This design comes from an exercise in tuning for small area, a short achievable clock period and few clock cycles on the open sky130 flow, not from production work. No run shown here included a check of the RTL's function; only the layout flow was run.

==> flow/design.v (outline; a module is shown in full before it is edited, if it fits) <==
// module brv32p_muldiv: 1447 lines
module brv32p_muldiv (
  input  logic        clk,
  input  logic        rst_n,
  input  logic        start,
  input  logic        hold,        
  input  logic [2:0]  op,          
  input  logic [31:0] a,           
  input  logic [31:0] b,           
  output logic [31:0] result,
  output logic        busy,
  output logic        valid        
);
  // ...
==> flow/run.sh <==
#!/bin/bash
# synth_recipe.tcl (not shown) runs the flow's synth.tcl, then flattens the netlist and writes it again
# the make line also repeats each setting of config.mk as NAME=value (left out here)
make -C /OpenROAD-flow-scripts/flow DESIGN_CONFIG=/design/flow/config.mk WORK_HOME=/design/flow/orfs CLKGATE_MAP_FILE= SYNTH_SCRIPT=/design/flow/synth_recipe.tcl finish
==> flow/config.mk <==
export PLATFORM = sky130hd
export DESIGN_NAME = brv32p_muldiv
export DESIGN_NICKNAME = brv32p_muldiv
export VERILOG_FILES = /design/flow/design.v
export SDC_FILE = /design/flow/constraint.sdc
export NUM_CORES = 8
export LEC_CHECK = 0
export CAP_MARGIN = 20
export CORE_MARGIN = 2
export CORE_UTILIZATION = 45
export PLACE_DENSITY = 0.6
export SETUP_SLACK_MARGIN = 0.5
export SLEW_MARGIN = 20
==> flow/constraint.sdc <==
create_clock -name core_clock -period 16.0 [get_ports {clk}]
set_input_delay 3.2000 -clock core_clock [delete_from_list [all_inputs] [get_ports {clk}]]
set_output_delay 3.2000 -clock core_clock [all_outputs]
set_load 0.01 [all_outputs]
==> reports/qor.yml, run 1 <==
cells_and_area:
  seq_cell_count: 107
  drive_gt1_share_pct: 6.88
  multi_input_area_um2: 38700
  dominant_cells: "multi-input combinational cells"
  nFillCells: 9754
  regMostFlops: "dv_r"
clocking:
  cts_resized: 6
  cts_tree: "yes"
  root_buffer: "clkbuf_16"
  cts_sinks: 107
  htree_levels: 3
sta:
  rsz0062_at_grt: "true"
  tns_ns: 0
worst_hold_path:
  min_to: "quo_r[28]$_SDFFE_PP0P_"
  hold_depth: 2
logic_synthesis:
  yosysMostFrequentCell: "xor2_1"
  synthTopCellsByArea: "fa_1, xor2_1, ha_1"
  synth_simple_gate_area_share_pct: 13.3
  synth_compound_area_share_pct: 25.5
  synth_top_family_by_area: "adder cells"
  synth_async_sr_flop_share_pct: 0.935
worst_setup_path:
  critPathCapture: "result[19]"
  worstPathRequired_ns: 12.80
detailed_routing:
  drt_iter0_drc: 5116
  drt-met1-wl_um: 72900
  route.met3.wl_um: 18200
  dr_total_vias: 43500
  drc: 0
grt:
  grt_util_met1_pct: 45.8
  grt_max_degree: 91
  antenna_found_initial: 2
  grt_pass1_wl_um: 277000
  grt_usage_pct: 35.8
floorplanning:
  tap_cells: 1287
status:
  status: "timing/DRC/antenna clean"
==> run 2, diff against run 1 <==
--- a/flow/config.mk
+++ b/flow/config.mk
@@ -5,9 +5,9 @@
 export SDC_FILE = /design/flow/constraint.sdc
 export NUM_CORES = 8
 export LEC_CHECK = 0
-export CAP_MARGIN = 20
+export CAP_MARGIN = 0
 export CORE_MARGIN = 2
 export CORE_UTILIZATION = 45
 export PLACE_DENSITY = 0.6
 export SETUP_SLACK_MARGIN = 0.5
-export SLEW_MARGIN = 20
+export SLEW_MARGIN = 0
==> run 2 against run 1 <==
  * Count of clock-buffer cells in the layout unchanged
  * Routed wire length unchanged
  * Maximum frequency unchanged
  * Design area unchanged
  * Synthesized area unchanged
  * Clock skew unchanged
  * Core utilization unchanged
  * Worst setup slack unchanged
  * Hold slack unchanged
  * Non-clock buffer count unchanged
  * Register-to-register slack about the same
  * Critical path type unchanged
  * Critical endpoint unchanged
  * Largest cell class unchanged
==> reports/qor.yml, run 2 <==
status:
  status: "timing/DRC/antenna clean"
clocking:
  htree_levels: 3  # unchanged
  holdBufCountCts: 0
  clk_pin_slew_ns: 0.09
  numCtsBuffers: 9
  clk_latency_ns: 0.39
  clock_path_buffers: 2
  cts_sinks: 107  # unchanged
  root_buffer: "clkbuf_16"
  cts_tree: "yes"
worst_setup_path:
  endpoint_kind: "primary output"
  worst_ep_arrival_time_ns: 12.05
  startpoint_type: "input pin"
  worstPathRequired_ns: 12.80  # about the same
  criticalPathCategory: "in2out"
  cp_max_fo: 20
logic_synthesis:
  synth-seq-cells: 107
  synth_area_um2: 44600
  synthCells: 5551
  yosysMostFrequentCell: "xor2_1"
  ys_seq_area_share_pct: 6.51
  syn-num-nets: 6398
  synth_top_area_share_pct: 21.0
  synthTopCellsByCount: "xor2_1, a22oi_1, fa_1"
  synth_cell_types: 111
  synthTopCellsByArea: "fa_1, xor2_1, ha_1"
  avgSynthCellArea_um2: 8.04
  synth_warnings: 1
  synth_async_sr_flop_share_pct: 0.935  # unchanged
  synth-edff-count: 76
  yosys.area.top_type: "fa_1"
  ys.flop_type: "edfxtp_1"
grt:
  overflow: 0
  grt_usage_pct: 35.8  # unchanged
  grt_pass1_wl_um: 277000  # unchanged
  antenna_found_initial: 2  # unchanged
  grt_pass1_vias: 42300
  grt_max_degree: 91  # unchanged
detailed_routing:
  vias_per_cell: 6.52
  drc: 0  # unchanged
  drt_iter0_drc: 5116  # unchanged
  ant_nets: 0
  routedWlPerCell_um: 27.9
  drtPass1Iterations: 6
  finalWirelength_um: 187000
  dr_total_vias: 43500  # unchanged
worst_hold_path:
  hp-class: "reg2reg"
floorplanning:
  fp.dieW_um: 319
  core_area_um2: 98400
  die_y_um: 319
  dieArea_um2: 102000
  pin_count: 105
  start_util_pct: 45.4
  num_rows: 115
place:
  gp_congestion: 1.03
  dp_hpwl_um: 145000
  dp.cells: 6643
  io_buffers: 104
cells_and_area:
  top_regs: "dv_r x36, rem_r x32, quo_r x30"
  drive_gt1_share_pct: 6.88  # unchanged
  regMostFlops: "dv_r"
  synthToLayoutAreaGrowth_pct: 6.20
  fin_cells: 6679
  final_cell_mix: "xor2_1, a22oi_1, fa_1"
  largest_reg_flops: 36
  nets: 6232
  final_common_cell: "xor2_1"
sta:
  finalCriticalPeriod_ns: 15.25
  hold_viol_final: 0
  maxSlewViolCount: 0
  rsz0062_at_grt: "true"
  clock_skew_ns: 0.0221
  tns_ns: 0  # unchanged
  worst_pin_slew_ns: 1.11
  relSlewSlack_pct: 26.3
  whs_ns: 0.474
  max_freq_mhz: 65.6
  finalCritPeriodShare_pct: 95.3
  setup_viol: 0
flow_run:
  cap_violations: 0
-- run 2: area by class of cell --
type	count	area (µm²)
fill	9754	51000
multi-input combinational	4579	38700
sequential	107	2910
timing repair buffer	296	2380
tap	1287	1610
inverter	392	1470
clock buffer	9	225
clock inverter	7	66.3
antenna	2	5.00
-- run 2: worst paths after layout --
check,endpoint,startpoint,cells after the start,slack (ns)
worst min-delay path,quo_r[28]$_SDFFE_PP0P_,quo_r[28]$_SDFFE_PP0P_,2,0.47
max in group asynchronous,div_active$_DFFE_PN0P_,rst_n,1,12.95
min in group asynchronous,div_active$_DFFE_PN0P_,rst_n,1,2.94
worst max-delay path,result[19],b[7],27,0.75
worst max register to register,rem_r[0]$_DFFE_PP_,rem_r[0]$_DFFE_PP_,49,1.43
worst min register to register,quo_r[28]$_SDFFE_PP0P_,quo_r[28]$_SDFFE_PP0P_,2,0.47
-- run 2: metal layers --
| layer | share of wire [%] | up-vias | global-route usage (%) |
|---|---|---|---|
| met1 | 39 | 21200 | 45.8 |
| met3 | 9.7 | 600 | 7.06 |
| met2 | 45 | 2504 | 56.7 |
| met5 | 0.014 | - | 0 |
| li1 | - | 19200 | - |
| met4 | 6.5 | 4 | 19.7 |
-- run 2: timing repair --
item                                    CTS  global route
endpoints found under the setup margin    3            11
pin swaps                                 0             2
gates resized for setup                   6            19
setup buffers                             0            18
-- run 2: metrics by stage --
| step | cell area (µm²) | worst slack [ns] | utilization, % |
|---|---|---|---|
| after floorplan | 44600 | 2.05 | - |
| after global placement | 46900 | 0.343 | 47.6 |
| after detailed placement | 46900 | 0.381 | 47.6 |
| after CTS | 47200 | 0.503 | 47.9 |
| after global routing | 47400 | 0.436 | 48.2 |
| final | 47400 | 0.754 | 48.2 |
-- run 2: cells by family (layout without fill, tap and decap cells) --
group | Yosys count | in the layout | synth area share [%]
other | 1 | 3 | 0.00840
AND/OR/NAND/NOR | 1247 | 1247 | 13.3
buffers and inverters | 865 | 704 | 7.42
AO/OA/AOI/OAI | 1675 | 1675 | 25.5
adder cells (fa/ha/maj) | 776 | 776 | 29.6
XOR/XNOR | 814 | 814 | 16.0
multiplexers | 66 | 66 | 1.62
flip-flops | 107 | 107 | 6.51
-- run 2: worst max-delay path, stage by stage --
cell	delay (ns)
clkdlybuf4s50_1	0.60
ha_2	0.73
buf_4	0.37
a22oi_1	0.15
xnor2_1	0.18
ha_1	0.29
inv_1	0.05
fa_1	0.44
fa_1	0.46
fa_1	0.58
fa_1	0.44
fa_1	0.53
inv_1	0.05
ha_1	0.35
and3_1	0.26
and3_1	0.20
o211ai_1	0.22
a2111oi_2	0.54
nor4b_2	0.13
nor4_2	0.31
a211o_1	0.21
nand2_1	0.07
a21oi_1	0.18
xor2_1	0.27
a21oi_1	0.17
a211oi_1	0.41
clkdlybuf4s50_1	0.62
==> run 3, diff against run 2 <==
==> flow/config.mk (replaced) <==
export PLATFORM = sky130hd
export DESIGN_NAME = brv32p_muldiv
export DESIGN_NICKNAME = brv32p_muldiv
export VERILOG_FILES = /design/flow/design.v
export SDC_FILE = /design/flow/constraint.sdc
export NUM_CORES = 8
export LEC_CHECK = 0
export CAP_MARGIN = 20
export CORE_MARGIN = 2
export CORE_UTILIZATION = 45
export PLACE_DENSITY = 0.6
export SETUP_SLACK_MARGIN = 2
export SLEW_MARGIN = 20
==> run 3 against run 2 <==
  * Critical path depth up 2
  * Hold slack worse by 0.0049 ns
  * Non-clock buffer count up 72
  * Register-to-register slack better by 1.2 ns
  * Flip-flop and latch count unchanged
  * Global-route usage up 0.29 points
  * Core utilization up 1.8 points
  * Maximum frequency up 9.3%
  * Design area up 3.8%
  * Clock skew down 0.0025 ns
==> reports/qor.yml, run 3 <==
status:
  status: "timing/DRC/antenna clean"
grt:
  grt_usage_pct: 36.1  # +0.29 points
  grt_pass1_vias: 42700  # +1.1%
  grt_max_degree: 91  # unchanged
  overflow: 0  # unchanged
  grt_pass1_wl_um: 280000  # +0.82%
  antenna_found_initial: 2  # unchanged
floorplanning:
  core_area_um2: 98400  # unchanged
  fp.dieW_um: 319  # unchanged
  die_y_um: 319  # unchanged
  dieArea_um2: 102000  # unchanged
  num_rows: 115  # unchanged
  start_util_pct: 45.4  # unchanged
  pin_count: 105  # unchanged
logic_synthesis:
  synth_warnings: 1  # unchanged
  synthTopCellsByArea: "fa_1, xor2_1, ha_1"
  syn-num-nets: 6398  # unchanged
  synthCells: 5551  # unchanged
  ys_seq_area_share_pct: 6.51  # unchanged
  synth_cell_types: 111  # unchanged
  yosysMostFrequentCell: "xor2_1"
  synthTopCellsByCount: "xor2_1, a22oi_1, fa_1"
  synth_top_area_share_pct: 21.0  # unchanged
  synth_async_sr_flop_share_pct: 0.935  # unchanged
  avgSynthCellArea_um2: 8.04  # unchanged
  synth-seq-cells: 107  # unchanged
  synth-edff-count: 76  # unchanged
  ys.flop_type: "edfxtp_1"
  synth_area_um2: 44600  # unchanged
  yosys.area.top_type: "fa_1"
cells_and_area:
  postLayoutCellArea_um2: 49200  # +3.8%
  nFillCells: 9591  # -1.7%
  largest_reg_flops: 36  # unchanged
  finish.utilization_pct: 50.0  # +1.8 points
  regMostFlops: "dv_r"
  nets: 6304  # +1.2%
  final_common_cell: "xor2_1"
  drive_gt1_share_pct: 11.3  # +4.4 points
  antennaDiodeCount: 0  # -2
  regArea_um2: 2910  # unchanged
  synthToLayoutAreaGrowth_pct: 10.2
  final_cell_mix: "xor2_1, a22oi_1, nand2_1"
  top_regs: "dv_r x36, rem_r x32, quo_r x30"
  multi_input_area_um2: 39700  # +2.4%
clocking:
  root_buffer: "clkbuf_16"
  cts_tree: "yes"
  clk_latency_ns: 0.39  # about the same
  numCtsBuffers: 9  # unchanged
  cts_sinks: 107  # unchanged
  htree_levels: 3  # unchanged
  clk_pin_slew_ns: 0.08  # about the same
  clock_path_buffers: 2  # unchanged
worst_setup_path:
  worstPathRequired_ns: 12.80  # about the same
  endpoint_kind: "primary output"
  crit_top_cell: "fa_1"
  startpoint_type: "input pin"
  slowest_delay_ns: 0.61  # -0.12 ns
  worst_ep_arrival_time_ns: 10.75  # -1.30 ns
  criticalPathCategory: "in2out"
  cp_max_fo: 11  # -45%
  critPathSlowestCell: "clkdlybuf4s50_1"
detailed_routing:
  drt-met1-wl_um: 72700  # -0.27%
  top_layer: "met5"
  vias_per_cell: 6.53  # +0.20%
  route.met3.wl_um: 19600  # +7.9%
  routed-wl-met2_um: 83700  # +0.40%
  dr_total_vias: 44100  # +1.3%
  finalWirelength_um: 189000  # +1.5%
  routedWlPerCell_um: 28.1  # +0.49%
  drc: 0  # unchanged
  ant_nets: 0  # unchanged
  drtPass1Iterations: 6  # unchanged
  drt_iter0_drc: 5322  # +4.0%
sta:
  finalCriticalPeriod_ns: 13.95  # -1.30 ns
  max_freq_mhz: 71.7  # +9.3%
  setup_viol: 0  # unchanged
  worst_pin_slew_ns: 1.17  # +0.0596 ns
  rsz0062_at_grt: "true"
  clock_skew_ns: 0.0197  # -0.00246 ns
  hold_viol_final: 0  # unchanged
  finalCritPeriodShare_pct: 87.2  # -8.1 points
  setup_ws_ns: 2.05  # +1.30 ns
  relSlewSlack_pct: 22.0  # -4.3 points
  maxSlewViolCount: 0  # unchanged
  tns_ns: 0  # unchanged
place:
  placed_area_um2: 46900  # unchanged
  io_buffers: 104  # unchanged
  dp_hpwl_um: 145000  # unchanged
  place_ws_ns: 0.381  # unchanged
  gp_congestion: 1.03  # unchanged
worst_hold_path:
  hp-class: "reg2reg"
flow_run:
  cap_violations: 0  # unchanged
run 3: cell counts after synthesis:
No cell type changed its count.
run 3: critical path, delay by kind of cell:
kind / cells / cell delay (ns)
xor+xnor: 2 / 0.57
compound gates: 14 / 2.92
fa+ha+maj: 5 / 2.33
buf+inv: 6 / 1.43
simple gates: 2 / 0.26
run 3: worst paths after layout:
path                                              from                endpoint  slack [ns]  depth (start not counted)
worst max register to register      rem_r[0]$_DFFE_PP_     rem_r[29]$_DFFE_PP_        2.60                         49
min in group asynchronous                        rst_n  div_active$_DFFE_PN0P_        2.94                          1
worst min-delay path            quo_r[28]$_SDFFE_PP0P_  quo_r[28]$_SDFFE_PP0P_        0.47                          2
worst min register to register  quo_r[28]$_SDFFE_PP0P_  quo_r[28]$_SDFFE_PP0P_        0.47                          2
max in group asynchronous                        rst_n  div_active$_DFFE_PN0P_       12.95                          1
worst max-delay path                              b[3]               result[6]        2.05                         29
run 3: cell type report:
cell class,count,area share [%]
Tap cell,1287,3.27
Clock buffer,9,0.458
Multi-Input combinational cell,4579,80.6
Inverter,392,3.01
Timing Repair Buffer,368,6.59
Clock inverter,7,0.135
Sequential cell,107,5.91
run 3: stage by stage:
stage          instances  hold WS, ns
3_5_place_dp        6643        0.460
4_1_cts             6709        0.473
5_1_grt             6749        0.497
2_1_floorplan       5551        0.435
3_3_place_gp        6643        0.449
6_report            6749        0.469
run 3: kinds of logic after synthesis:
kind of cell               after synthesis  share of synthesized area [%]
muxes                                   66                           1.62
xor gates and xnor gates               814                           16.0
buffers and inverters                  865                           7.42
AOI/OAI and AO/OA                     1675                           25.5
adders and majority gates              776                           29.6
other                                    1                        0.00840
and+or+nand+nor                       1247                           13.3
DFF                                    107                           6.51
run 3: routing by layer:
metal | vias up | GRT usage [%]
met5 | - | 0
met4 | 4 | 20.4
met3 | 661 | 7.61
met2 | 2677 | 57.1
met1 | 21400 | 45.7
li1 | 19300 | -
run 3: repair_timing:
| item | 4_1_cts | 5_1_grt |
|---|---|---|
| hold buffers | 0 | 0 |
| gates resized for setup | 227 | 200 |
| gates cloned | 1 | 2 |
| endpoints found under the setup margin | 42 | 65 |
| pin swaps | 35 | 81 |
| setup buffers | 49 | 38 |
==> run 4, diff against run 3 <==
--- a/flow/config.mk
+++ b/flow/config.mk
@@ -9,5 +9,5 @@
 export CORE_MARGIN = 2
 export CORE_UTILIZATION = 45
 export PLACE_DENSITY = 0.6
-export SETUP_SLACK_MARGIN = 2
+export SETUP_SLACK_MARGIN = 4
 export SLEW_MARGIN = 20
==> run 4 against run 3 <==
  * Critical path type unchanged
  * Synthesized cell count did not move
  * Sequential share of layout area is 0.51 points lower
  * Non-clock buffer count is 220 higher
  * Worst setup slack gained 0.47 ns
  * Routed wire length rose by 6.0%
  * Die area unchanged
  * Final cell count rose by 3.4%
  * Global-route usage is 2.3 points higher
  * Largest cell class unchanged
==> reports/qor.yml, run 4 <==
sta:
  whs_ns: 0.463  # -0.00532 ns
  rsz0062_at_grt: "true"
  hold_viol_final: 0  # unchanged
  maxSlewViolCount: 0  # unchanged
  finalCriticalPeriod_ns: 13.48  # -0.467 ns
  tns_ns: 0  # unchanged
  finalCritPeriodShare_pct: 84.2  # -2.9 points
  worst_pin_slew_ns: 1.09  # -0.0795 ns
  clock_skew_ns: 0.0147  # -0.00495 ns
  max_freq_mhz: 74.2  # +3.5%
  setup_viol: 0  # unchanged
  relSlewSlack_pct: 27.6  # +5.6 points
floorplanning:
  num_rows: 115  # unchanged
  dieArea_um2: 102000  # unchanged
  core_area_um2: 98400  # unchanged
  die_y_um: 319  # unchanged
  start_util_pct: 45.4  # unchanged
  fp.dieW_um: 319  # unchanged
  pin_count: 105  # unchanged
logic_synthesis:
  synth_top_area_share_pct: 21.0  # unchanged
  synthTopCellsByCount: "xor2_1, a22oi_1, fa_1"
  yosysMostFrequentCell: "xor2_1"
  ys_seq_area_share_pct: 6.51  # unchanged
  synth_cell_types: 111  # unchanged
  ys.flop_type: "edfxtp_1"
  syn-num-nets: 6398  # unchanged
  synth-edff-count: 76  # unchanged
  avgSynthCellArea_um2: 8.04  # unchanged
  synth_area_um2: 44600  # unchanged
  synthTopCellsByArea: "fa_1, xor2_1, ha_1"
  synth_warnings: 1  # unchanged
  yosys.area.top_type: "fa_1"
  synth-seq-cells: 107  # unchanged
  synth_async_sr_flop_share_pct: 0.935  # unchanged
  synthCells: 5551  # unchanged
cells_and_area:
  drive_gt1_share_pct: 21.1  # +9.8 points
  largest_reg_flops: 36  # unchanged
  regMostFlops: "dv_r"
  top_regs: "dv_r x36, rem_r x32, quo_r x30"
  final_cell_mix: "xor2_1, a22oi_1, nand2_1"
  nets: 6527  # +3.5%
  final_common_cell: "xor2_1"
  fin_cells: 6976  # +3.4%
  synthToLayoutAreaGrowth_pct: 20.7
worst_setup_path:
  slowest_delay_ns: 0.56  # -0.05 ns
  worstPathRequired_ns: 12.80  # about the same
  r2r_setup_slack_ns: 4.44  # +1.84 ns
  crit_family: "adder cells"
  criticalPathCategory: "in2out"
  critPathSlowestCell: "fa_1"
  worst_ep_arrival_time_ns: 10.28  # -0.47 ns
  startpoint_type: "input pin"
  cp_max_fo: 6  # -5
  endpoint_kind: "primary output"
  crit_top_cell: "fa_2"
  crit_buf_inv: 10  # +4
detailed_routing:
  routedWlPerCell_um: 28.8  # +2.5%
  dr_total_vias: 45700  # +3.6%
  drtPass1Iterations: 6  # unchanged
  vias_per_cell: 6.55  # +0.23%
  drt_iter0_drc: 5472  # +2.8%
  ant_nets: 0  # unchanged
  drc: 0  # unchanged
  finalWirelength_um: 201000  # +6.0%
grt:
  grt_max_degree: 74  # -19%
  antenna_found_initial: 7  # +5
  grt_usage_pct: 38.4  # +2.3 points
  grt_pass1_vias: 45100  # +5.6%
  overflow: 0  # unchanged
  grt_pass1_wl_um: 296000  # +5.8%
flow_run:
  cap_violations: 0  # unchanged
clocking:
  clk_pin_slew_ns: 0.08  # about the same
  clock_path_buffers: 2  # unchanged
  htree_levels: 3  # unchanged
  cts_sinks: 107  # unchanged
  holdBufCountCts: 0  # unchanged
  clk_latency_ns: 0.39  # about the same
  numCtsBuffers: 9  # unchanged
  root_buffer: "clkbuf_16"
  cts_tree: "yes"
place:
  dp_hpwl_um: 146000  # +0.16%
  gp_congestion: 0.983  # -4.3%
  io_buffers: 104  # unchanged
  dp.cells: 6638  # -0.075%
status:
  status: "timing/DRC/antenna clean"
worst_hold_path:
  hp-class: "reg2reg"
[run 4: cell types whose count changed in the layout (fill, tap and decap cells not counted), sizes merged, moves of 4 or more]
cell,delta
buf,+263
clkdlybuf4s50,-15
clkbuf,-11
dlygate4sd2,-11
dlymetal6s2s,-9
bufbuf,+6
diode,+4
[run 4: metal layers]
layer / GRT usage, % / share of wire (%) / vias to the layer above
met1: 46.8 / 37 / 22300
li1: - / - / 19800
met3: 9.20 / 10 / 781
met2: 60.4 / 44 / 2808
met4: 25.4 / 8.1 / 10
met5: 0 / 0.033 / -
[run 4: area by class of cell]
| type | count | area, µm² |
|---|---|---|
| antenna | 4 | 10.0 |
| clock buffer | 9 | 225 |
| clock inverter | 7 | 72.6 |
| fill | 9004 | 44500 |
| inverter | 392 | 1490 |
| multi-input combinational | 4582 | 41800 |
| sequential | 107 | 2910 |
| tap | 1287 | 1610 |
| timing repair buffer | 588 | 5780 |
[run 4: worst min-delay path, cell delays in order (launching register included)]
cell and delay (ns):
dfxtp_1 0.32, nand2_1 0.05, o21ai_0 0.06
[run 4: through the flow]
| step | setup slack (ns) | utilization, % | instance area (µm²) |
|---|---|---|---|
| floorplan | 2.97 | - | 45200 |
| detailed placement | 0.634 | 47.8 | 47100 |
| global placement | 0.569 | 47.8 | 47100 |
| global route | 2.37 | 54.7 | 53900 |
| finish | 2.52 | 54.7 | 53900 |
| CTS | 2.70 | 52.9 | 52000 |
[run 4: cell families (layout without fill, tap and decap cells)]
group,Yosys count,count (layout),synth area share [%]
adder cells (fa/ha/maj),776,776,29.6
AND/OR/NAND/NOR,1247,1248,13.3
multiplexers,66,66,1.62
XOR/XNOR,814,814,16.0
buffers and inverters,865,996,7.42
flip-flops,107,107,6.51
AO/OA/AOI/OAI,1675,1677,25.5
other,1,5,0.00840
[run 4: path summary, 6_finish.rpt]
path                       cells after the start                endpoint                   start
max                                           34              result[22]                    b[1]
min                                            2  quo_r[27]$_SDFFE_PP0P_  quo_r[27]$_SDFFE_PP0P_
max reg2reg                                   48     rem_r[29]$_DFFE_PP_       dv_r[0]$_DFFE_PP_
min reg2reg                                    2  quo_r[27]$_SDFFE_PP0P_  quo_r[27]$_SDFFE_PP0P_
max in group asynchronous                      1  div_active$_DFFE_PN0P_                   rst_n
min in group asynchronous                      1  div_active$_DFFE_PN0P_                   rst_n
[run 4: timing repair]
action / 4_1_cts / 5_1_grt
pin swaps: 277 / 174
setup endpoints to repair: 102 / 102
cloned: 10 / 3
gates resized for setup: 897 / 222
setup buffers: 217 / 88

[afterwards: timing with drivers on the ports]
The flow's constraints put no driver on any port. The routed layouts listed below were extracted and timed again, unchanged, in two steps.
Step 1 (the two cells are an assumption about what drives the block):
set clk [get_ports {clk}]
set_driving_cell -lib_cell sky130_fd_sc_hd__clkbuf_16 $clk
set_driving_cell -lib_cell sky130_fd_sc_hd__buf_2 [delete_from_list [all_inputs] $clk]
Step 2 moves the port delays by t, midway between the first and last clock arrival at a register: inputs arrive t later, outputs are due t later. That takes back most of the time a late clock gives input paths.
Three values: ideal, step 1, step 2; two values: the first two.
run	t (ns)	setup slack, ns	latest minus earliest clock arrival (ns)
run 1	0.444	0.754 / 0.731 / 0.731	0.023 / 0.023
run 2	0.444	0.754 / 0.731 / 0.731	0.023 / 0.023
run 3	0.445	2.054 / 2.030 / 2.030	0.020 / 0.021
run 4	0.452	2.521 / 2.457 / 2.457	0.015 / 0.015
After both steps setup and hold are still met in every run listed. For run 4, which loses most, drivers alone change the setup slack by -0.064 ns; drivers and shift together by -0.064 ns.
